Context: an optimization exercise on an open-source flow, tuned for small area and a short achievable clock period. The choices shown serve that exercise and are no tape-out recipe. In this exercise RTL edits were held to simulation tests only and were not proved equivalent to the original.

==> flow/design.v (excerpt) <==
module question_6(
    input clk,
    input rst,
    input signed [15:0] x,
    output reg signed [15:0] y
);
==> flow/config.mk <==
export PLATFORM = sky130hd
export DESIGN_NAME = question_6
export DESIGN_NICKNAME = question_6
export VERILOG_FILES = /design/flow/design.v
export SDC_FILE = /design/flow/constraint.sdc
export NUM_CORES = 4
export LEC_CHECK = 0
export CAP_MARGIN = 20
export CORE_MARGIN = 2
export CORE_UTILIZATION = 40
export CTS_BUF_LIST = sky130_fd_sc_hd__clkbuf_8
export CTS_CLUSTER_SIZE = 24
export SETUP_SLACK_MARGIN = 2.5
export SLEW_MARGIN = 20
export TNS_END_PERCENT = 100
==> flow/constraint.sdc <==
create_clock -name core_clock -period 5.0 [get_ports {clk}]
set_input_delay 1.0000 -clock core_clock [delete_from_list [all_inputs] [get_ports {clk}]]
set_output_delay 1.0000 -clock core_clock [all_outputs]
set_load 0.01 [all_outputs]
standard.sh (not shown) runs the stock make flow with config.mk's settings and CLKGATE_MAP_FILE= SYNTH_SCRIPT=/design/flow/synth_recipe.tcl, a recipe that flattens the netlist after the stock synthesis.
==> flow/flow/run.sh <==
#!/bin/bash
# Own flow: the standard synthesis, then the combinational logic re-mapped by
# ABC with a delay target (flow/remap.tcl), then the standard layout steps.
# Each tool's output goes to a log file of its own in this folder.
set -euo pipefail
W=$(pwd)
R=$W/orfs/results/$FLOW_PLATFORM/question_6/base
D=$(cat flow/abc_delay_ps)

bash standard.sh synth > $W/log_1_standard_synth.txt 2>&1
cp $R/1_2_yosys.v $W/standard_synth.v

sed "s/{D}/$D/g" flow/abc_remap.script > $W/abc_remap.script
printf "set_driving_cell sky130_fd_sc_hd__buf_1\nset_load 5\n" > $W/abc_remap.constr
REMAP_IN=$W/standard_synth.v REMAP_OUT=$W/remap.v REMAP_SCRIPT=$W/abc_remap.script \
REMAP_CONSTR=$W/abc_remap.constr \
LIB_FILE=$FLOW_HOME/platforms/$FLOW_PLATFORM/lib/sky130_fd_sc_hd__tt_025C_1v80.lib \
  yosys -c flow/remap.tcl > $W/log_2_remap_yosys.txt 2>&1
# keep only the top module (the cell definitions were read from the library)
awk -v top="$FLOW_TOP" '$1=="module" && index($2, top "(")==1 {f=1} f{print} /^endmodule/{f=0}' $W/remap.v.all > $W/remap.v
cp $W/remap.v $R/1_2_yosys.v
rm -f $R/1_synth.odb $R/1_synth.sdc

export BUFFER_PORTS_ARGS="-buffer_cell sky130_fd_sc_hd__buf_2"
export CTS_ARGS="-sink_clustering_enable -repair_clock_nets -buf_list sky130_fd_sc_hd__clkbuf_4 -root_buf sky130_fd_sc_hd__clkbuf_8 -sink_clustering_size 16 -dont_use_dummy_load"
bash standard.sh finish > $W/log_3_standard_layout.txt 2>&1
==> flow/flow/abc_delay_ps <==
1200
==> flow/flow/abc_remap.script <==
strash
dch
map -D {D}
strash
dch
map -D {D}
topo
==> flow/flow/remap.tcl <==
# Re-map the combinational logic of the standard synthesis netlist with ABC,
# using a delay target, so that ABC recovers area off the critical paths
# instead of upsizing every gate. Flip-flops are kept as they are (same
# instances, names and cell types).
# env: REMAP_IN REMAP_OUT REMAP_SCRIPT LIB_FILE
yosys -import
set lib $::env(LIB_FILE)
read_liberty -lib $lib
read_verilog $::env(REMAP_IN)
read_liberty -overwrite -ignore_miss_func $lib
hierarchy -top $::env(FLOW_TOP)
set seq {}
foreach c [regexp -all -inline {sky130_fd_sc_hd__df[a-z0-9_]+} [read [open $::env(REMAP_IN)]]] {
  if {[lsearch $seq $c] < 0} { lappend seq $c }
}
setattr -mod -set keep_hierarchy 1 {*}$seq
flatten
select $::env(FLOW_TOP)
opt_clean
# cells the platform marks don't-use (probe and low-power-flow cells)
set dont_use {}
foreach {m c} [regexp -all -inline {cell\s*\(\s*"?(sky130_fd_sc_hd__(?:lpflow_|probe)[A-Za-z0-9_]*)} [read [open $lib]]] {
  lappend dont_use -dont_use $c
}
abc -liberty $lib {*}$dont_use -script $::env(REMAP_SCRIPT) -constr $::env(REMAP_CONSTR)
opt_clean -purge
hilomap -singleton -hicell sky130_fd_sc_hd__conb_1 HI -locell sky130_fd_sc_hd__conb_1 LO
insbuf -buf sky130_fd_sc_hd__buf_4 A X
opt_clean -purge
tee -o $::env(REMAP_OUT).stat stat -liberty $lib
write_verilog -noattr -nohex -nodec -selected $::env(REMAP_OUT).all
The starting point passed the timing, design-rule and antenna checks.
Edit:
--- a/flow/flow/run.sh
+++ b/flow/flow/run.sh
@@ -18,9 +18,7 @@
   yosys -c flow/remap.tcl > $W/log_2_remap_yosys.txt 2>&1
 # keep only the top module (the cell definitions were read from the library)
-awk -v top="$FLOW_TOP" '$1=="module" && index($2, top "(")==1 {f=1} f{print} /^endmodule/{f=0}' $W/remap.v.all > $W/remap.v
+awk -v top="$FLOW_TOP" '$1=="module" && $2==top {f=1} f{print} /^endmodule/{f=0}' $W/remap.v.all > $W/remap.v
 cp $W/remap.v $R/1_2_yosys.v
 rm -f $R/1_synth.odb $R/1_synth.sdc
 
-export BUFFER_PORTS_ARGS="-buffer_cell sky130_fd_sc_hd__buf_2"
-export CTS_ARGS="-sink_clustering_enable -repair_clock_nets -buf_list sky130_fd_sc_hd__clkbuf_4 -root_buf sky130_fd_sc_hd__clkbuf_8 -sink_clustering_size 16 -dont_use_dummy_load"
 bash standard.sh finish > $W/log_3_standard_layout.txt 2>&1
==> flow/flow/abc_delay_ps (replaced) <==
1300
==> flow/flow/abc_remap.script (replaced) <==
strash
dch
map -D {D}
topo
stime -c
buffer -c
upsize -c -D {D}
dnsize -c -D {D}
stime -c
--- a/flow/flow/remap.tcl
+++ b/flow/flow/remap.tcl
@@ -18,10 +18,5 @@
 select $::env(FLOW_TOP)
 opt_clean
-# cells the platform marks don't-use (probe and low-power-flow cells)
-set dont_use {}
-foreach {m c} [regexp -all -inline {cell\s*\(\s*"?(sky130_fd_sc_hd__(?:lpflow_|probe)[A-Za-z0-9_]*)} [read [open $lib]]] {
-  lappend dont_use -dont_use $c
-}
-abc -liberty $lib {*}$dont_use -script $::env(REMAP_SCRIPT) -constr $::env(REMAP_CONSTR)
+abc -liberty $lib -script $::env(REMAP_SCRIPT) -constr $::env(REMAP_CONSTR)
 opt_clean -purge
 hilomap -singleton -hicell sky130_fd_sc_hd__conb_1 HI -locell sky130_fd_sc_hd__conb_1 LO
CTS_BUF_LIST = unset   (was sky130_fd_sc_hd__clkbuf_8)
CTS_CLUSTER_SIZE = unset   (was 24)
SETUP_SLACK_MARGIN = 0.5   (was 2.5)
=> Now the flow never finished: it broke off in 1_synth on STA-1390.
Edit:
--- a/flow/flow/run.sh
+++ b/flow/flow/run.sh
@@ -18,7 +18,8 @@
   yosys -c flow/remap.tcl > $W/log_2_remap_yosys.txt 2>&1
 # keep only the top module (the cell definitions were read from the library)
-awk -v top="$FLOW_TOP" '$1=="module" && $2==top {f=1} f{print} /^endmodule/{f=0}' $W/remap.v.all > $W/remap.v
+awk -v top="$FLOW_TOP" '$1=="module" && index($2, top "(")==1 {f=1} f{print} /^endmodule/{f=0}' $W/remap.v.all > $W/remap.v
 cp $W/remap.v $R/1_2_yosys.v
 rm -f $R/1_synth.odb $R/1_synth.sdc
 
+export BUFFER_PORTS_ARGS="-buffer_cell sky130_fd_sc_hd__buf_2"
 bash standard.sh finish > $W/log_3_standard_layout.txt 2>&1
--- a/flow/flow/remap.tcl
+++ b/flow/flow/remap.tcl
@@ -18,5 +18,10 @@
 select $::env(FLOW_TOP)
 opt_clean
-abc -liberty $lib -script $::env(REMAP_SCRIPT) -constr $::env(REMAP_CONSTR)
+# cells the platform marks don't-use (probe and low-power-flow cells)
+set dont_use {}
+foreach {m c} [regexp -all -inline {cell\s*\(\s*"?(sky130_fd_sc_hd__(?:lpflow_|probe)[A-Za-z0-9_]*)} [read [open $lib]]] {
+  lappend dont_use -dont_use $c
+}
+abc -liberty $lib {*}$dont_use -script $::env(REMAP_SCRIPT) -constr $::env(REMAP_CONSTR)
 opt_clean -purge
 hilomap -singleton -hicell sky130_fd_sc_hd__conb_1 HI -locell sky130_fd_sc_hd__conb_1 LO
CTS_BUF_LIST = sky130_fd_sc_hd__clkbuf_8   (was unset)
CTS_CLUSTER_SIZE = 24   (was unset)
SETUP_SLACK_MARGIN = 2.5   (was 0.5)
Effect: This time the run completed without violations.
Edit:
--- a/flow/flow/run.sh
+++ b/flow/flow/run.sh
@@ -22,4 +22,5 @@
 rm -f $R/1_synth.odb $R/1_synth.sdc
 
-export BUFFER_PORTS_ARGS="-buffer_cell sky130_fd_sc_hd__buf_2"
+export BUFFER_PORTS_ARGS="-buffer_cell sky130_fd_sc_hd__buf_1"
+export CTS_ARGS="-sink_clustering_enable -repair_clock_nets -buf_list sky130_fd_sc_hd__clkbuf_4 -root_buf sky130_fd_sc_hd__clkbuf_8 -sink_clustering_size 16 -dont_use_dummy_load"
 bash standard.sh finish > $W/log_3_standard_layout.txt 2>&1
==> flow/flow/abc_delay_ps (replaced) <==
1200
==> flow/flow/abc_remap.script (replaced) <==
strash
dch
map -D {D}
strash
dch
map -D {D}
topo
stime -c
buffer -c
upsize -c -D {D}
dnsize -c -D {D}
The new run produced a clean layout.
Cell count fell by 0.67%.
First-iteration DRC count rose by 5.6%.
Die area fell by 0.55%.

---

== run K ==
question_6 again, from the RTL that the note above started with.
clock: 5.0 ns
lec_check: 0
cap_margin: 20
core_margin: 2
core_utilization: 40
cts_buf_list: sky130_fd_sc_hd__clkbuf_8
cts_cluster_size: 24
place_density: 0.85
setup_slack_margin: 2.5
slew_margin: 20
tns_end_percent: 100
==> flow/flow/run.sh <==
#!/bin/bash
# Own flow: the standard synthesis, then the combinational logic re-mapped by
# ABC with a delay target (flow/remap.tcl), then the standard layout steps.
# Each tool's output goes to a log file of its own in this folder.
set -euo pipefail
W=$(pwd)
R=$W/orfs/results/$FLOW_PLATFORM/question_6/base
D=$(cat flow/abc_delay_ps)

bash standard.sh synth > $W/log_1_standard_synth.txt 2>&1
cp $R/1_2_yosys.v $W/standard_synth.v

sed "s/{D}/$D/g" flow/abc_remap.script > $W/abc_remap.script
printf "set_driving_cell sky130_fd_sc_hd__buf_1\nset_load 5\n" > $W/abc_remap.constr
REMAP_IN=$W/standard_synth.v REMAP_OUT=$W/remap.v REMAP_SCRIPT=$W/abc_remap.script \
REMAP_CONSTR=$W/abc_remap.constr \
LIB_FILE=$FLOW_HOME/platforms/$FLOW_PLATFORM/lib/sky130_fd_sc_hd__tt_025C_1v80.lib \
  yosys -c flow/remap.tcl > $W/log_2_remap_yosys.txt 2>&1
# keep only the top module (the cell definitions were read from the library)
awk -v top="$FLOW_TOP" '$1=="module" && index($2, top "(")==1 {f=1} f{print} /^endmodule/{f=0}' $W/remap.v.all > $W/remap.v
cp $W/remap.v $R/1_2_yosys.v
rm -f $R/1_synth.odb $R/1_synth.sdc

export BUFFER_PORTS_ARGS="-buffer_cell sky130_fd_sc_hd__buf_2"
export CTS_ARGS="-sink_clustering_enable -repair_clock_nets -buf_list sky130_fd_sc_hd__clkbuf_4 -root_buf sky130_fd_sc_hd__clkbuf_8 -sink_clustering_size 16 -dont_use_dummy_load"
bash standard.sh finish > $W/log_3_standard_layout.txt 2>&1
==> flow/flow/abc_delay_ps <==
1200
==> flow/flow/abc_remap.script <==
strash
dch
map -D {D}
strash
dch
map -D {D}
topo
stime -c
buffer -c
upsize -c -D {D}
dnsize -c -D {D}
Other scripts of this flow, unchanged in this note and not shown: flow/flow/remap.tcl
Run K completed every stage of the flow, and the final layout passed the timing, design-rule and antenna checks.
The following lists how run H was set up differently from run K:
--- a/flow/flow/run.sh
+++ b/flow/flow/run.sh
@@ -24,2 +23,0 @@
-export BUFFER_PORTS_ARGS="-buffer_cell sky130_fd_sc_hd__buf_2"
-export CTS_ARGS="-sink_clustering_enable -repair_clock_nets -buf_list sky130_fd_sc_hd__clkbuf_4 -root_buf sky130_fd_sc_hd__clkbuf_8 -sink_clustering_size 16 -dont_use_dummy_load"
==> flow/flow/abc_delay_ps <==
1300
==> flow/flow/abc_remap.script <==
strash
dch
map -D {D}
topo
stime -c
buffer -c
upsize -c -D {D}
dnsize -c -D {D}
stime -c
--- a/flow/config.mk
+++ b/flow/config.mk
@@ -13 +12,0 @@
-export PLACE_DENSITY = 0.85
Results
| final-layout clock-cell area share | run H vs run K | 1.9 points higher |
Run H has less setup slack than run K.
Going from run K to run H, area of all placed cells without fillers went up by 14%.
Run H ran to completion and came out clean on the timing, design-rule and antenna checks.
Looking at beginning of the critical path, the y[10]$_DFF_PP0_ result is from run H; the x[5] one comes from run K.
Run H -> run K: hold slack flat
In run H, the average routed wire per standard cell came out 7.1% above the value in run K.

-- static timing again, ports no longer ideal --
The flow's constraints put no driver on any port. The routed layouts listed below were extracted and timed again, unchanged, in two steps.
Step 1 assumes that a clkbuf_16 drives the clock port and a buf_2 every other input.
Step 2 also shifts input and output timing later by t, the mid clock arrival at the registers, as if the neighbouring blocks saw the same clock.
Slacks: ideal / step 1 / step 2; pairs: ideal / step 1.
run | t, ns | setup WS [ns] | hold WS [ns] | pins driven straight from the clock port
the first run of note 1 | 0.382 | 2.529 / 2.515 / 2.133 | 0.378 / 0.378 / 0.378 | 1
the third run of note 1 | 0.395 | 2.565 / 2.580 / 2.185 | 0.374 / 0.374 / 0.374 | 1
the fourth run of note 1 | 0.374 | 2.568 / 2.580 / 2.206 | 0.389 / 0.389 / 0.389 | 1
run K | 0.390 | 2.588 / 2.591 / 2.201 | 0.387 / 0.387 / 0.387 | 1
run H | 0.402 | 2.526 / 2.490 / 2.202 | 0.387 / 0.387 / 0.387 | 1
After both steps setup and hold are still met in every run listed. For the first run of note 1, which loses most, drivers alone change the setup slack by -0.014 ns; drivers and shift together by -0.396 ns.
